This design comes from an exercise in tuning for small area, a short achievable clock period and few clock cycles per item on the open sky130 flow, not from production work. Where RTL was checked, it was by simulation tests only, not by an equivalence proof against the original.

==> try-amber: inputs <==
// tanh
module tanh (
    input  clk,
    input  rst,
    input  [13:0] i_x,
    input  i_valid,
    output o_ready,
    output [13:0] o_fx,
    output o_valid,
    input  i_ready
);
==> flow/config.mk <==
export PLATFORM = sky130hd
export DESIGN_NAME = tanh
export DESIGN_NICKNAME = tanh
export VERILOG_FILES = /design/flow/design.v
export SDC_FILE = /design/flow/constraint.sdc
export NUM_CORES = 4
export LEC_CHECK = 0
export CAP_MARGIN = 20
export CORE_MARGIN = 2
export CORE_UTILIZATION = 40
export SETUP_SLACK_MARGIN = 5
export SLEW_MARGIN = 20
==> flow/constraint.sdc <==
create_clock -name core_clock -period 8.0 [get_ports {clk}]
set_input_delay 1.6000 -clock core_clock [delete_from_list [all_inputs] [get_ports {clk}]]
set_output_delay 1.6000 -clock core_clock [all_outputs]
set_load 0.01 [all_outputs]
run.sh (not shown) runs the stock make flow with config.mk's settings and CLKGATE_MAP_FILE= SYNTH_SCRIPT=/design/flow/synth_recipe.tcl, a recipe that flattens the netlist after the stock synthesis.
==> inputs of try-quartz, as changes to try-amber <==
--- a/flow/config.mk
+++ b/flow/config.mk
@@ -9,4 +9,3 @@
 export CORE_MARGIN = 2
 export CORE_UTILIZATION = 40
-export SETUP_SLACK_MARGIN = 5
 export SLEW_MARGIN = 20
==> summary of the runs <==
- In sequential cell count, try-amber and try-quartz do not differ.
- Against try-amber, the utilization of try-quartz is lower by 4.7 points.
- Against try-amber, the maximum frequency of try-quartz is lower by about 17%.
- Between try-amber and try-quartz, the lower worst hold slack is in try-amber (gap 0.021 ns).
- Against try-amber, the sequential share of layout area of try-quartz is higher by 3.5 points.
- Against try-amber, the cell count of try-quartz is lower by 4.9%.
==> figures <==
quantity	try-quartz	try-amber
Clock latency (worst-skew pair)	0.62 ns	0.63 ns
Share of the final layout cell area in multi-input gates	50.6%	50.5%
Met3 WL post-DR	3.12 mm	3.61 mm
Global-route wire length before repair	126 mm	135 mm
Critical path launch point	r_s8[1]	x0[0]
Slew headroom	31.6%	34.9%
Critical path capture point	hc_s9	q_s1[5]
Clkbuf count	64	62
#MultiIn Comb	2,194	2,199
Outcome	no timing/DRC/antenna violations	no timing/DRC/antenna violations
Fraction of layout instances using a drive strength above 1	5.36%	23.2%
Testbench counts of try-amber, summed over its fixed seeds: cycles 16,104, items 16,000.
Testbench counts of try-quartz, summed over its fixed seeds: cycles 16,104, items 16,000.

* * *

==> run a: inputs <==
tanh, a different RTL version from the one above (not shown whole).
==> flow/config.mk <==
export PLATFORM = sky130hd
export DESIGN_NAME = tanh
export DESIGN_NICKNAME = tanh
export VERILOG_FILES = /design/flow/design.v
export SDC_FILE = /design/flow/constraint.sdc
export NUM_CORES = 4
export LEC_CHECK = 0
export CAP_MARGIN = 20
export CORE_MARGIN = 2
export CORE_UTILIZATION = 40
export CTS_CLUSTER_DIAMETER = 120
export CTS_CLUSTER_SIZE = 22
export SETUP_SLACK_MARGIN = 4.7
export SLEW_MARGIN = 20
==> flow/constraint.sdc <==
create_clock -name core_clock -period 8.0 [get_ports {clk}]
set_input_delay 1.6000 -clock core_clock [delete_from_list [all_inputs] [get_ports {clk}]]
set_output_delay 1.6000 -clock core_clock [all_outputs]
set_load 0.01 [all_outputs]
==> run b (differences from run a) <==
- CTS_CLUSTER_DIAMETER: 120 -> unset
- CTS_CLUSTER_SIZE: 22 -> unset
==> qor summary <==
Final #Nets: run b 4108; run a 4067
Global-route wire length before repair: run b 134000 um; run a 132000 um
Metal-1 WL: run b 37600 um; run a 37300 um
Outcome: run b finished clean; run a finished clean
Non-clock buffer instance count of the final layout: run b 266; run a 263
Number of search-and-repair iterations in the first detailed-routing pass: run b 5; run a 7
Clock network latency to the later pin of the worst-skew pair: run b 0.63 ns; run a 0.60 ns
Min-Delay Endpoint: run b q_s5[10]$_DFFE_PP_; run a x_s7[12]$_DFFE_PP_
Clock distribution area overhead in the final layout: run b 0.0508; run a 0.0226
Met2 routing resource usage after global routing: run b 0.252; run a 0.252
Worst hold slack: run b 0.398 ns; run a 0.414 ns
Buffer share of cell area: run b 0.0471; run a 0.0485
Testbench counts of run a, summed over its fixed seeds: cycles 16,112, items 16,000.
Testbench counts of run b, summed over its fixed seeds: cycles 16,112, items 16,000.

* * *

==> inputs of job 8153 <==
Another version of the RTL of tanh (not shown whole).
clock: 8.0 ns
lec_check: 0
cap_margin: 20
core_margin: 2
core_utilization: 40
setup_slack_margin: 5
slew_margin: 20
synth_hierarchical: 1
synth_minimum_keep_size: 0
==> job 512: changes against job 8153 <==
--- a/flow/config.mk
+++ b/flow/config.mk
@@ -5,10 +5,10 @@
 export SDC_FILE = /design/flow/constraint.sdc
 export NUM_CORES = 4
 export LEC_CHECK = 0
 export CAP_MARGIN = 20
 export CORE_MARGIN = 2
 export CORE_UTILIZATION = 40
-export SETUP_SLACK_MARGIN = 5
+export SETUP_SLACK_MARGIN = 4.5
 export SLEW_MARGIN = 20
 export SYNTH_HIERARCHICAL = 1
 export SYNTH_MINIMUM_KEEP_SIZE = 0
==> job 8022: changes against job 8153 <==
--- a/flow/design.v
+++ b/flow/design.v
@@ -11,63 +11,63 @@
 logic        adv;
 logic [13:0] x0;
 logic [1:0]  cnt;
 logic        ov_r;
 logic [13:0] e0, e1;
 logic [0:0] m1_hc;
-logic [17:0] m1_ha;
-logic [17:0] m1_hb;
+logic [15:0] m1_ha;
+logic [15:0] m1_hb;
 logic [13:0] x_s1;
 logic [13:0] q_s2;
 logic [13:0] x_s2;
 logic [4:0] d1_one;
 logic [3:0] d1_two;
 logic [3:0] d1_neg;
 logic [13:0] q_s3;
 logic [13:0] x_s3;
 logic [0:0] m2_hc;
-logic [17:0] m2_ha;
-logic [17:0] m2_hb;
+logic [15:0] m2_ha;
+logic [15:0] m2_hb;
 logic [13:0] x_s4;
 logic [13:0] q_s4;
 logic [5:0] d2_one;
 logic [4:0] d2_two;
 logic [4:0] d2_neg;
 logic [13:0] x_s5;
 logic [13:0] q_s5;
 logic [0:0] m3_hc;
-logic [17:0] m3_ha;
-logic [17:0] m3_hb;
+logic [15:0] m3_ha;
+logic [15:0] m3_hb;
 logic [13:0] x_s6;
 logic [13:0] q_s6;
 logic [5:0] d3_one;
 logic [5:0] d3_two;
 logic [4:0] d3_neg;
 logic [13:0] x_s7;
 logic [13:0] q_s7;
 logic [0:0] m4_hc;
-logic [17:0] m4_ha;
-logic [17:0] m4_hb;
+logic [15:0] m4_ha;
+logic [15:0] m4_hb;
 logic [13:0] x_s8;
 logic [13:0] q_s8;
 logic [6:0] d4_one;
 logic [6:0] d4_two;
 logic [5:0] d4_neg;
 logic [13:0] x_s9;
 logic [13:0] q_s9;
 logic [0:0] m5_hc;
-logic [17:0] m5_ha;
-logic [17:0] m5_hb;
+logic [15:0] m5_ha;
+logic [15:0] m5_hb;
 logic [13:0] x_s10;
 logic [14:0] r5p;
 logic [6:0] dx_one;
 logic [6:0] dx_two;
 logic [6:0] dx_neg;
 logic [0:0] m6_hc;
-logic [17:0] m6_ha;
-logic [17:0] m6_hb;
+logic [15:0] m6_ha;
+logic [15:0] m6_hb;
 logic v0, v1, v2, v3, v4, v5, v6, v7, v8, v9, v10, v11, v12;
 wire deliver = ov_r & i_ready;
 wire arrive  = adv & v12;
 wire [1:0] cnt_n = cnt + {1'b0, arrive} - {1'b0, deliver};
 wire m1_pp_1 = x0[0] & x0[1];
 wire m1_pp_2 = x0[0] & x0[2];
@@ -290,15 +290,15 @@
 wire m1_s_156, m1_c_156;
 tanh_fa m1_fa_156 (.a(m1_pp_85), .b(m1_pp_87), .c(m1_c_136), .s(m1_s_156), .co(m1_c_156));
 wire m1_s_157, m1_c_157;
 tanh_fa m1_fa_157 (.a(m1_pp_88), .b(m1_pp_89), .c(x0[12]), .s(m1_s_157), .co(m1_c_157));
 wire [25:0] m1_ra = {m1_pp_90, m1_s_157, m1_s_156, m1_s_155, m1_s_154, m1_s_153, m1_s_152, m1_s_151, m1_s_150, m1_s_149, m1_s_148, m1_s_147, m1_s_146, m1_s_145, m1_s_144, m1_s_143, m1_s_142, m1_s_141, m1_s_140, m1_s_139, m1_s_138, m1_s_137, m1_pp_2, m1_pp_1, 1'b0, x0[0]};
 wire [25:0] m1_rb = {m1_c_157, m1_c_156, m1_c_155, m1_c_154, m1_c_153, m1_c_152, m1_c_151, m1_c_150, m1_c_149, m1_c_148, m1_c_147, m1_c_146, m1_c_145, m1_c_144, m1_c_143, m1_c_142, m1_c_141, m1_c_140, m1_c_139, m1_c_138, m1_c_137, x0[2], 1'b0, x0[1], 1'b0, 1'b0};
-wire [8:0] m1_lo = m1_ra[7:0] + m1_rb[7:0];
-wire [17:0] m1_full = m1_ha + m1_hb + {17'd0, m1_hc};
-wire [13:0] m1_sum = m1_full[17:4];
+wire [10:0] m1_lo = m1_ra[9:0] + m1_rb[9:0];
+wire [15:0] m1_full = m1_ha + m1_hb + {15'd0, m1_hc};
+wire [13:0] m1_sum = m1_full[15:2];
 wire m2a_pp_158 = ~(q_s2[0]);
 wire m2a_pp_159 = ~(q_s2[1]);
 wire m2a_pp_160 = ~(q_s2[2]);
 wire m2a_pp_161 = ~(q_s2[3]);
 wire m2a_pp_162 = ~(q_s2[4]);
 wire m2a_pp_163 = ~(q_s2[5]);
@@ -515,15 +515,15 @@
 wire m2_s_313 = ~(m2_s_292 ^ m2_c_291);
 wire m2_c_314 = m2_s_292 | m2_c_291;
 wire m2_s_315 = ~(m2_pp_257 ^ m2_c_292);
 wire m2_c_316 = m2_pp_257 | m2_c_292;
 wire [25:0] m2_ra = {1'b1, 1'b1, 1'b1, m2_c_316, m2_s_315, m2_s_313, m2_s_311, m2_s_309, m2_s_308, m2_s_307, m2_s_306, m2_s_305, m2_s_304, m2_s_303, m2_s_302, m2_s_301, m2_s_300, m2_s_299, m2_s_298, m2_s_297, m2_s_296, m2_s_295, m2_s_294, m2_s_293, m2_pp_185, m2_pp_184};
 wire [25:0] m2_rb = {1'b0, 1'b0, 1'b0, 1'b0, m2_c_314, m2_c_312, m2_c_310, m2_c_308, m2_c_307, m2_c_306, m2_c_305, m2_c_304, m2_c_303, m2_c_302, m2_c_301, m2_c_300, m2_c_299, m2_c_298, m2_c_297, m2_c_296, m2_c_295, m2_c_294, m2_c_293, d1_neg[1], 1'b0, d1_neg[0]};
-wire [8:0] m2_lo = m2_ra[7:0] + m2_rb[7:0];
-wire [17:0] m2_full = m2_ha + m2_hb + {17'd0, m2_hc};
-wire [13:0] m2_sum = m2_full[17:4];
+wire [10:0] m2_lo = m2_ra[9:0] + m2_rb[9:0];
+wire [15:0] m2_full = m2_ha + m2_hb + {15'd0, m2_hc};
+wire [13:0] m2_sum = m2_full[15:2];
 wire [9:0] m2_r = m2_sum[9:0];
 wire [5:0] d2_one_w = {~m2_r[9], (m2_r[8] ^ m2_r[7]), (m2_r[6] ^ m2_r[5]), (m2_r[4] ^ m2_r[3]), (m2_r[2] ^ m2_r[1]), m2_r[0]};
 wire [4:0] d2_two_w = {((m2_r[9] & (~m2_r[8] & ~m2_r[7])) | (~m2_r[9] & (m2_r[8] & m2_r[7]))), ((m2_r[7] & (~m2_r[6] & ~m2_r[5])) | (~m2_r[7] & (m2_r[6] & m2_r[5]))), ((m2_r[5] & (~m2_r[4] & ~m2_r[3])) | (~m2_r[5] & (m2_r[4] & m2_r[3]))), ((m2_r[3] & (~m2_r[2] & ~m2_r[1])) | (~m2_r[3] & (m2_r[2] & m2_r[1]))), (m2_r[1] & ~m2_r[0])};
 wire [4:0] d2_neg_w = {m2_r[9], m2_r[7], m2_r[5], m2_r[3], m2_r[1]};
 wire m3_pp_317 = ((d2_one[0] & q_s5[0]) ^ d2_neg[0]);
 wire m3_pp_318 = (((d2_one[0] & q_s5[1]) | (d2_two[0] & q_s5[0])) ^ d2_neg[0]);
@@ -747,15 +747,15 @@
 wire m3_s_477, m3_c_477;
 tanh_fa m3_fa_477 (.a(m3_pp_390), .b(m3_pp_403), .c(m3_c_457), .s(m3_s_477), .co(m3_c_477));
 wire m3_s_478 = ~(m3_pp_391 ^ m3_pp_404);
 wire m3_c_479 = m3_pp_391 | m3_pp_404;
 wire [25:0] m3_ra = {1'b1, 1'b1, m3_pp_405, m3_s_478, m3_s_477, m3_s_476, m3_s_475, m3_s_474, m3_s_473, m3_s_472, m3_s_471, m3_s_470, m3_s_469, m3_s_468, m3_s_467, m3_s_466, m3_s_465, m3_s_464, m3_s_463, m3_s_462, m3_s_461, m3_s_460, m3_s_459, m3_s_458, m3_pp_318, m3_pp_317};
 wire [25:0] m3_rb = {1'b0, 1'b0, m3_c_479, m3_c_477, m3_c_476, m3_c_475, m3_c_474, m3_c_473, m3_c_472, m3_c_471, m3_c_470, m3_c_469, m3_c_468, m3_c_467, m3_c_466, m3_c_465, m3_c_464, m3_c_463, m3_c_462, m3_c_461, m3_c_460, m3_c_459, m3_c_458, d2_neg[1], 1'b0, d2_neg[0]};
-wire [8:0] m3_lo = m3_ra[7:0] + m3_rb[7:0];
-wire [17:0] m3_full = m3_ha + m3_hb + {17'd0, m3_hc};
-wire [13:0] m3_sum = m3_full[17:4];
+wire [10:0] m3_lo = m3_ra[9:0] + m3_rb[9:0];
+wire [15:0] m3_full = m3_ha + m3_hb + {15'd0, m3_hc};
+wire [13:0] m3_sum = m3_full[15:2];
 wire [10:0] m3_r = m3_sum[10:0];
 wire [5:0] d3_one_w = {(m3_r[10] ^ m3_r[9]), (m3_r[8] ^ m3_r[7]), (m3_r[6] ^ m3_r[5]), (m3_r[4] ^ m3_r[3]), (m3_r[2] ^ m3_r[1]), m3_r[0]};
 wire [5:0] d3_two_w = {(m3_r[10] & m3_r[9]), ((m3_r[9] & (~m3_r[8] & ~m3_r[7])) | (~m3_r[9] & (m3_r[8] & m3_r[7]))), ((m3_r[7] & (~m3_r[6] & ~m3_r[5])) | (~m3_r[7] & (m3_r[6] & m3_r[5]))), ((m3_r[5] & (~m3_r[4] & ~m3_r[3])) | (~m3_r[5] & (m3_r[4] & m3_r[3]))), ((m3_r[3] & (~m3_r[2] & ~m3_r[1])) | (~m3_r[3] & (m3_r[2] & m3_r[1]))), (m3_r[1] & ~m3_r[0])};
 wire [4:0] d3_neg_w = {m3_r[9], m3_r[7], m3_r[5], m3_r[3], m3_r[1]};
 wire m4_pp_480 = ((d3_one[0] & q_s7[0]) ^ d3_neg[0]);
 wire m4_pp_481 = (((d3_one[0] & q_s7[1]) | (d3_two[0] & q_s7[0])) ^ d3_neg[0]);
@@ -972,15 +972,15 @@
 wire m4_s_637, m4_c_637;
 tanh_fa m4_fa_637 (.a(m4_pp_553), .b(m4_pp_566), .c(m4_c_616), .s(m4_s_637), .co(m4_c_637));
 wire m4_s_638 = ~(m4_pp_554 ^ m4_pp_567);
 wire m4_c_639 = m4_pp_554 | m4_pp_567;
 wire [25:0] m4_ra = {1'b1, m4_pp_569, m4_pp_568, m4_s_638, m4_s_637, m4_s_635, m4_s_634, m4_s_633, m4_s_632, m4_s_631, m4_s_630, m4_s_629, m4_s_628, m4_s_627, m4_s_626, m4_s_625, m4_s_624, m4_s_623, m4_s_622, m4_s_621, m4_s_620, m4_s_619, m4_s_618, m4_s_617, m4_pp_481, m4_pp_480};
 wire [25:0] m4_rb = {1'b0, 1'b0, m4_c_639, m4_c_637, m4_c_636, m4_c_634, m4_c_633, m4_c_632, m4_c_631, m4_c_630, m4_c_629, m4_c_628, m4_c_627, m4_c_626, m4_c_625, m4_c_624, m4_c_623, m4_c_622, m4_c_621, m4_c_620, m4_c_619, m4_c_618, m4_c_617, d3_neg[1], 1'b0, d3_neg[0]};
-wire [8:0] m4_lo = m4_ra[7:0] + m4_rb[7:0];
-wire [17:0] m4_full = m4_ha + m4_hb + {17'd0, m4_hc};
-wire [13:0] m4_sum = m4_full[17:4];
+wire [10:0] m4_lo = m4_ra[9:0] + m4_rb[9:0];
+wire [15:0] m4_full = m4_ha + m4_hb + {15'd0, m4_hc};
+wire [13:0] m4_sum = m4_full[15:2];
 wire [12:0] m4_r = m4_sum[12:0];
 wire [6:0] d4_one_w = {(m4_r[12] ^ m4_r[11]), (m4_r[10] ^ m4_r[9]), (m4_r[8] ^ m4_r[7]), (m4_r[6] ^ m4_r[5]), (m4_r[4] ^ m4_r[3]), (m4_r[2] ^ m4_r[1]), m4_r[0]};
 wire [6:0] d4_two_w = {(~m4_r[12] & ~m4_r[11]), ((m4_r[11] & (~m4_r[10] & ~m4_r[9])) | (~m4_r[11] & (m4_r[10] & m4_r[9]))), ((m4_r[9] & (~m4_r[8] & ~m4_r[7])) | (~m4_r[9] & (m4_r[8] & m4_r[7]))), ((m4_r[7] & (~m4_r[6] & ~m4_r[5])) | (~m4_r[7] & (m4_r[6] & m4_r[5]))), ((m4_r[5] & (~m4_r[4] & ~m4_r[3])) | (~m4_r[5] & (m4_r[4] & m4_r[3]))), ((m4_r[3] & (~m4_r[2] & ~m4_r[1])) | (~m4_r[3] & (m4_r[2] & m4_r[1]))), (m4_r[1] & ~m4_r[0])};
 wire [5:0] d4_neg_w = {m4_r[11], m4_r[9], m4_r[7], m4_r[5], m4_r[3], m4_r[1]};
 wire m5_pp_640 = ((d4_one[0] & q_s9[0]) ^ d4_neg[0]);
 wire m5_pp_641 = (((d4_one[0] & q_s9[1]) | (d4_two[0] & q_s9[0])) ^ d4_neg[0]);
@@ -1251,15 +1251,15 @@
 wire m5_c_831 = m5_s_808 | m5_c_807;
 wire m5_s_832, m5_c_832;
 tanh_fa m5_fa_832 (.a(m5_pp_729), .b(m5_pp_742), .c(m5_c_808), .s(m5_s_832), .co(m5_c_832));
 wire m5_s_833 = ~m5_pp_743;
 wire [25:0] m5_ra = {m5_s_833, m5_s_832, m5_s_830, m5_s_829, m5_s_828, m5_s_827, m5_s_826, m5_s_825, m5_s_824, m5_s_823, m5_s_822, m5_s_821, m5_s_820, m5_s_819, m5_s_818, m5_s_817, m5_s_816, m5_s_815, m5_s_814, m5_s_813, m5_s_812, m5_s_811, m5_s_810, m5_s_809, m5_pp_641, m5_pp_640};
 wire [25:0] m5_rb = {m5_c_832, m5_c_831, m5_c_829, m5_c_828, m5_c_827, m5_c_826, m5_c_825, m5_c_824, m5_c_823, m5_c_822, m5_c_821, m5_c_820, m5_c_819, m5_c_818, m5_c_817, m5_c_816, m5_c_815, m5_c_814, m5_c_813, m5_c_812, m5_c_811, m5_c_810, m5_c_809, d4_neg[1], 1'b0, d4_neg[0]};
-wire [8:0] m5_lo = m5_ra[7:0] + m5_rb[7:0];
-wire [17:0] m5_full = m5_ha + m5_hb + {17'd0, m5_hc};
-wire [13:0] m5_sum = m5_full[17:4];
+wire [10:0] m5_lo = m5_ra[9:0] + m5_rb[9:0];
+wire [15:0] m5_full = m5_ha + m5_hb + {15'd0, m5_hc};
+wire [13:0] m5_sum = m5_full[15:2];
 wire [13:0] m5_r = m5_sum[13:0];
 wire [14:0] r5p_w = {m5_r[13], m5_r} + 15'd4096;
 wire [6:0] dx_one_w = {(x_s10[12] ^ x_s10[11]), (x_s10[10] ^ x_s10[9]), (x_s10[8] ^ x_s10[7]), (x_s10[6] ^ x_s10[5]), (x_s10[4] ^ x_s10[3]), (x_s10[2] ^ x_s10[1]), x_s10[0]};
 wire [6:0] dx_two_w = {((x_s10[13] & (~x_s10[12] & ~x_s10[11])) | (~x_s10[13] & (x_s10[12] & x_s10[11]))), ((x_s10[11] & (~x_s10[10] & ~x_s10[9])) | (~x_s10[11] & (x_s10[10] & x_s10[9]))), ((x_s10[9] & (~x_s10[8] & ~x_s10[7])) | (~x_s10[9] & (x_s10[8] & x_s10[7]))), ((x_s10[7] & (~x_s10[6] & ~x_s10[5])) | (~x_s10[7] & (x_s10[6] & x_s10[5]))), ((x_s10[5] & (~x_s10[4] & ~x_s10[3])) | (~x_s10[5] & (x_s10[4] & x_s10[3]))), ((x_s10[3] & (~x_s10[2] & ~x_s10[1])) | (~x_s10[3] & (x_s10[2] & x_s10[1]))), (x_s10[1] & ~x_s10[0])};
 wire [6:0] dx_neg_w = {x_s10[13], x_s10[11], x_s10[9], x_s10[7], x_s10[5], x_s10[3], x_s10[1]};
 wire m6_pp_834 = ((dx_one[0] & r5p[0]) ^ dx_neg[0]);
@@ -1548,15 +1548,15 @@
 wire m6_s_1035 = ~(m6_s_1012 ^ m6_c_1011);
 wire m6_c_1036 = m6_s_1012 | m6_c_1011;
 wire m6_s_1037, m6_c_1037;
 tanh_fa m6_fa_1037 (.a(m6_pp_929), .b(m6_pp_943), .c(m6_c_1012), .s(m6_s_1037), .co(m6_c_1037));
 wire [25:0] m6_ra = {m6_s_1037, m6_s_1035, m6_s_1034, m6_s_1033, m6_s_1032, m6_s_1031, m6_s_1030, m6_s_1029, m6_s_1028, m6_s_1027, m6_s_1026, m6_s_1025, m6_s_1024, m6_s_1023, m6_s_1022, m6_s_1021, m6_s_1020, m6_s_1019, m6_s_1018, m6_s_1017, m6_s_1016, m6_s_1015, m6_s_1014, m6_s_1013, m6_pp_835, m6_pp_834};
 wire [25:0] m6_rb = {m6_c_1036, m6_c_1034, m6_c_1033, m6_c_1032, m6_c_1031, m6_c_1030, m6_c_1029, m6_c_1028, m6_c_1027, m6_c_1026, m6_c_1025, m6_c_1024, m6_c_1023, m6_c_1022, m6_c_1021, m6_c_1020, m6_c_1019, m6_c_1018, m6_c_1017, m6_c_1016, m6_c_1015, m6_c_1014, m6_c_1013, dx_neg[1], 1'b0, dx_neg[0]};
-wire [8:0] m6_lo = m6_ra[7:0] + m6_rb[7:0];
-wire [17:0] m6_full = m6_ha + m6_hb + {17'd0, m6_hc};
-wire [13:0] m6_sum = m6_full[17:4];
+wire [10:0] m6_lo = m6_ra[9:0] + m6_rb[9:0];
+wire [15:0] m6_full = m6_ha + m6_hb + {15'd0, m6_hc};
+wire [13:0] m6_sum = m6_full[15:2];
 wire [13:0] fres = m6_sum;
 always_ff @(posedge clk) begin
     if (rst) begin
         adv    <= 1'b1;
         cnt    <= 2'd0;
         ov_r   <= 1'b0;
@@ -1571,64 +1571,64 @@
         end
     end
 end
 always_ff @(posedge clk) begin
     if (adv) begin
         x0 <= i_x;
-        m1_hc <= m1_lo[8:8];
-        m1_ha <= m1_ra[25:8];
-        m1_hb <= m1_rb[25:8];
+        m1_hc <= m1_lo[10:10];
+        m1_ha <= m1_ra[25:10];
+        m1_hb <= m1_rb[25:10];
         x_s1 <= x0;
         q_s2 <= m1_sum;
         x_s2 <= x_s1;
         d1_one <= d1_one_w;
         d1_two <= d1_two_w;
         d1_neg <= d1_neg_w;
         q_s3 <= q_s2;
         x_s3 <= x_s2;
-        m2_hc <= m2_lo[8:8];
-        m2_ha <= m2_ra[25:8];
-        m2_hb <= m2_rb[25:8];
+        m2_hc <= m2_lo[10:10];
+        m2_ha <= m2_ra[25:10];
+        m2_hb <= m2_rb[25:10];
         x_s4 <= x_s3;
         q_s4 <= q_s3;
         d2_one <= d2_one_w;
         d2_two <= d2_two_w;
         d2_neg <= d2_neg_w;
         x_s5 <= x_s4;
         q_s5 <= q_s4;
-        m3_hc <= m3_lo[8:8];
-        m3_ha <= m3_ra[25:8];
-        m3_hb <= m3_rb[25:8];
+        m3_hc <= m3_lo[10:10];
+        m3_ha <= m3_ra[25:10];
+        m3_hb <= m3_rb[25:10];
         x_s6 <= x_s5;
         q_s6 <= q_s5;
         d3_one <= d3_one_w;
         d3_two <= d3_two_w;
         d3_neg <= d3_neg_w;
         x_s7 <= x_s6;
         q_s7 <= q_s6;
-        m4_hc <= m4_lo[8:8];
-        m4_ha <= m4_ra[25:8];
-        m4_hb <= m4_rb[25:8];
+        m4_hc <= m4_lo[10:10];
+        m4_ha <= m4_ra[25:10];
+        m4_hb <= m4_rb[25:10];
         x_s8 <= x_s7;
         q_s8 <= q_s7;
         d4_one <= d4_one_w;
         d4_two <= d4_two_w;
         d4_neg <= d4_neg_w;
         x_s9 <= x_s8;
         q_s9 <= q_s8;
-        m5_hc <= m5_lo[8:8];
-        m5_ha <= m5_ra[25:8];
-        m5_hb <= m5_rb[25:8];
+        m5_hc <= m5_lo[10:10];
+        m5_ha <= m5_ra[25:10];
+        m5_hb <= m5_rb[25:10];
         x_s10 <= x_s9;
         r5p <= r5p_w;
         dx_one <= dx_one_w;
         dx_two <= dx_two_w;
         dx_neg <= dx_neg_w;
-        m6_hc <= m6_lo[8:8];
-        m6_ha <= m6_ra[25:8];
-        m6_hb <= m6_rb[25:8];
+        m6_hc <= m6_lo[10:10];
+        m6_ha <= m6_ra[25:10];
+        m6_hb <= m6_rb[25:10];
     end
 end
 always_ff @(posedge clk) begin
     if ((arrive && (cnt == 2'd0 || (cnt == 2'd1 && deliver))))
         e0 <= fres;
     else if (deliver && cnt == 2'd2)
--- a/flow/config.mk
+++ b/flow/config.mk
@@ -5,10 +5,10 @@
 export SDC_FILE = /design/flow/constraint.sdc
 export NUM_CORES = 4
 export LEC_CHECK = 0
 export CAP_MARGIN = 20
 export CORE_MARGIN = 2
 export CORE_UTILIZATION = 40
-export SETUP_SLACK_MARGIN = 5
+export SETUP_SLACK_MARGIN = 4.5
 export SLEW_MARGIN = 20
 export SYNTH_HIERARCHICAL = 1
 export SYNTH_MINIMUM_KEEP_SIZE = 0
==> job 5494: changes against job 8153 <==
--- a/flow/config.mk
+++ b/flow/config.mk
@@ -5,10 +5,11 @@
 export SDC_FILE = /design/flow/constraint.sdc
 export NUM_CORES = 4
 export LEC_CHECK = 0
 export CAP_MARGIN = 20
 export CORE_MARGIN = 2
 export CORE_UTILIZATION = 40
-export SETUP_SLACK_MARGIN = 5
+export CTS_BUF_LIST = sky130_fd_sc_hd__clkbuf_8 sky130_fd_sc_hd__clkbuf_4
+export SETUP_SLACK_MARGIN = 4.6
 export SLEW_MARGIN = 20
 export SYNTH_HIERARCHICAL = 1
 export SYNTH_MINIMUM_KEEP_SIZE = 0
==> flow_summary_export.csv <==
group,metric,value,unit
synth,synthMuxAreaShare,1.18,%
setup_path,rrSetupSlack,4610,ps
synth,synth.area.top_cells,"edfxtp_1, fa_1, ha_1, xnor2_1, a22oi_1",
grt,grtUsageTotal,15.0,%
finish,seq_share,38.3,%
setup_path,arrival,3890,ps
finish,drive_above_1_share,13.1,%
route,first_iter_violations,1417,
synth,postSynthCellCount,3072,
synth,synth-simple-area-share,4.26,%
grt,gr-usage-met1,19.9,%
synth,synthTopCellsByCount,"edfxtp_1, xnor2_1, a22oi_1",
status,outcome,"no timing/DRC/antenna violations",
finish,nets,3887,
finish,clkbuf_count,81,
grt,grt_pass1_wl,126,mm
-- figures above: job 8022

==> flow_summary_export.csv <==
group,metric,value,unit
finish,nets,3877,
finish,clkbuf_count,142,
route,ant_nets,0,
synth,postSynthCellCount,3084,
synth,synthTopCellsByCount,"edfxtp_1, xnor2_1, a22oi_1",
setup_path,crit_top_cell,"fa_1",
synth,synth_top_family_by_area,"adder cells",
grt,gr-usage-met1,20.2,%
synth,synth_top_flop_cell,"edfxtp_1",
setup_path,rrSetupSlack,4610,ps
finish,drive_above_1_share,14.3,%
route,first_iter_violations,1397,
grt,grtUsageTotal,15.4,%
die,tapCellCount,1357,
status,outcome,"no timing/DRC/antenna violations",
synth,synthMuxAreaShare,1.32,%
synth,synth_seq_cells,617,
synth,synth.area.top_cells,"edfxtp_1, fa_1, ha_1, xnor2_1, a22oi_1",
grt,grt_pass1_wl,130,mm
finish,seq_share,39.8,%
-- figures above: job 5494

==> flow_summary_export.csv <==
group,metric,value,unit
status,outcome,"no timing/DRC/antenna violations",
synth,synthTopCellsByCount,"edfxtp_1, xnor2_1, a22oi_1",
synth,synth.area.top_cells,"edfxtp_1, fa_1, ha_1, xnor2_1, a22oi_1",
finish,drive_above_1_share,10.2,%
grt,grt_pass1_wl,127,mm
grt,gr-usage-met1,20.3,%
setup_path,arrival,3760,ps
finish,nets,3763,
synth,synthMuxAreaShare,1.32,%
synth,postSynthCellCount,3084,
route,first_iter_violations,1482,
-- figures above: job 512

==> flow_summary_export.csv <==
group,metric,value,unit
setup_path,arrival,3600,ps
finish,drive_above_1_share,24.0,%
grt,grt_pass1_wl,138,mm
setup_path,rrSetupSlack,4760,ps
synth,synthTopCellsByCount,"edfxtp_1, xnor2_1, a22oi_1",
synth,postSynthCellCount,3084,
status,outcome,"no timing/DRC/antenna violations",
finish,seq_share,37.2,%
synth,synth.area.top_cells,"edfxtp_1, fa_1, ha_1, xnor2_1, a22oi_1",
grt,grtUsageTotal,16.7,%
route,first_iter_violations,1555,
synth,synth-simple-area-share,3.85,%
-- figures above: job 8153

Testbench counts of job 8153, summed over its fixed seeds: cycles 16,112, items 16,000.
Testbench counts of job 512, summed over its fixed seeds: cycles 16,112, items 16,000.
Testbench counts of job 5494, summed over its fixed seeds: cycles 16,112, items 16,000.
The RTL of job 8022 was laid out without a check of its function.

-- what the ideal ports hide --
The flow's constraints put no driver on any port. The routed layouts listed below were extracted and timed again, unchanged, in two steps.
Step 1, drivers: a clkbuf_16 drives clk and a buf_2 each remaining input, both assumed.
Step 2 times the ports against the registers' clock, not the clock port: input delays grow and output delays shrink by t, the midpoint of the rising clock arrivals with the driver on.
Slacks: ideal / step 1 / step 2; pairs: ideal / step 1.
run | shift t [ns] | slack for setup (ns) | clock arrival spread, ns
try-amber | 0.672 | 3.648 / 3.648 / 3.648 | 0.038 / 0.038
try-quartz | 0.661 | 2.780 / 2.780 / 2.780 | 0.031 / 0.031
run a | 0.653 | 4.777 / 4.777 / 4.483 | 0.036 / 0.036
run b | 0.680 | 4.754 / 4.754 / 4.482 | 0.044 / 0.044
job 8153 | 0.674 | 4.763 / 4.763 / 4.546 | 0.024 / 0.024
job 512 | 0.684 | 4.590 / 4.590 / 4.208 | 0.021 / 0.020
job 8022 | 0.674 | 4.613 / 4.613 / 4.345 | 0.032 / 0.032
job 5494 | 0.767 | 4.611 / 4.611 / 4.201 | 0.037 / 0.036
After both steps setup and hold are still met in every run listed. The setup slack of job 5494, which loses most, moves by 0.000 ns with the drivers and by -0.410 ns with both steps.
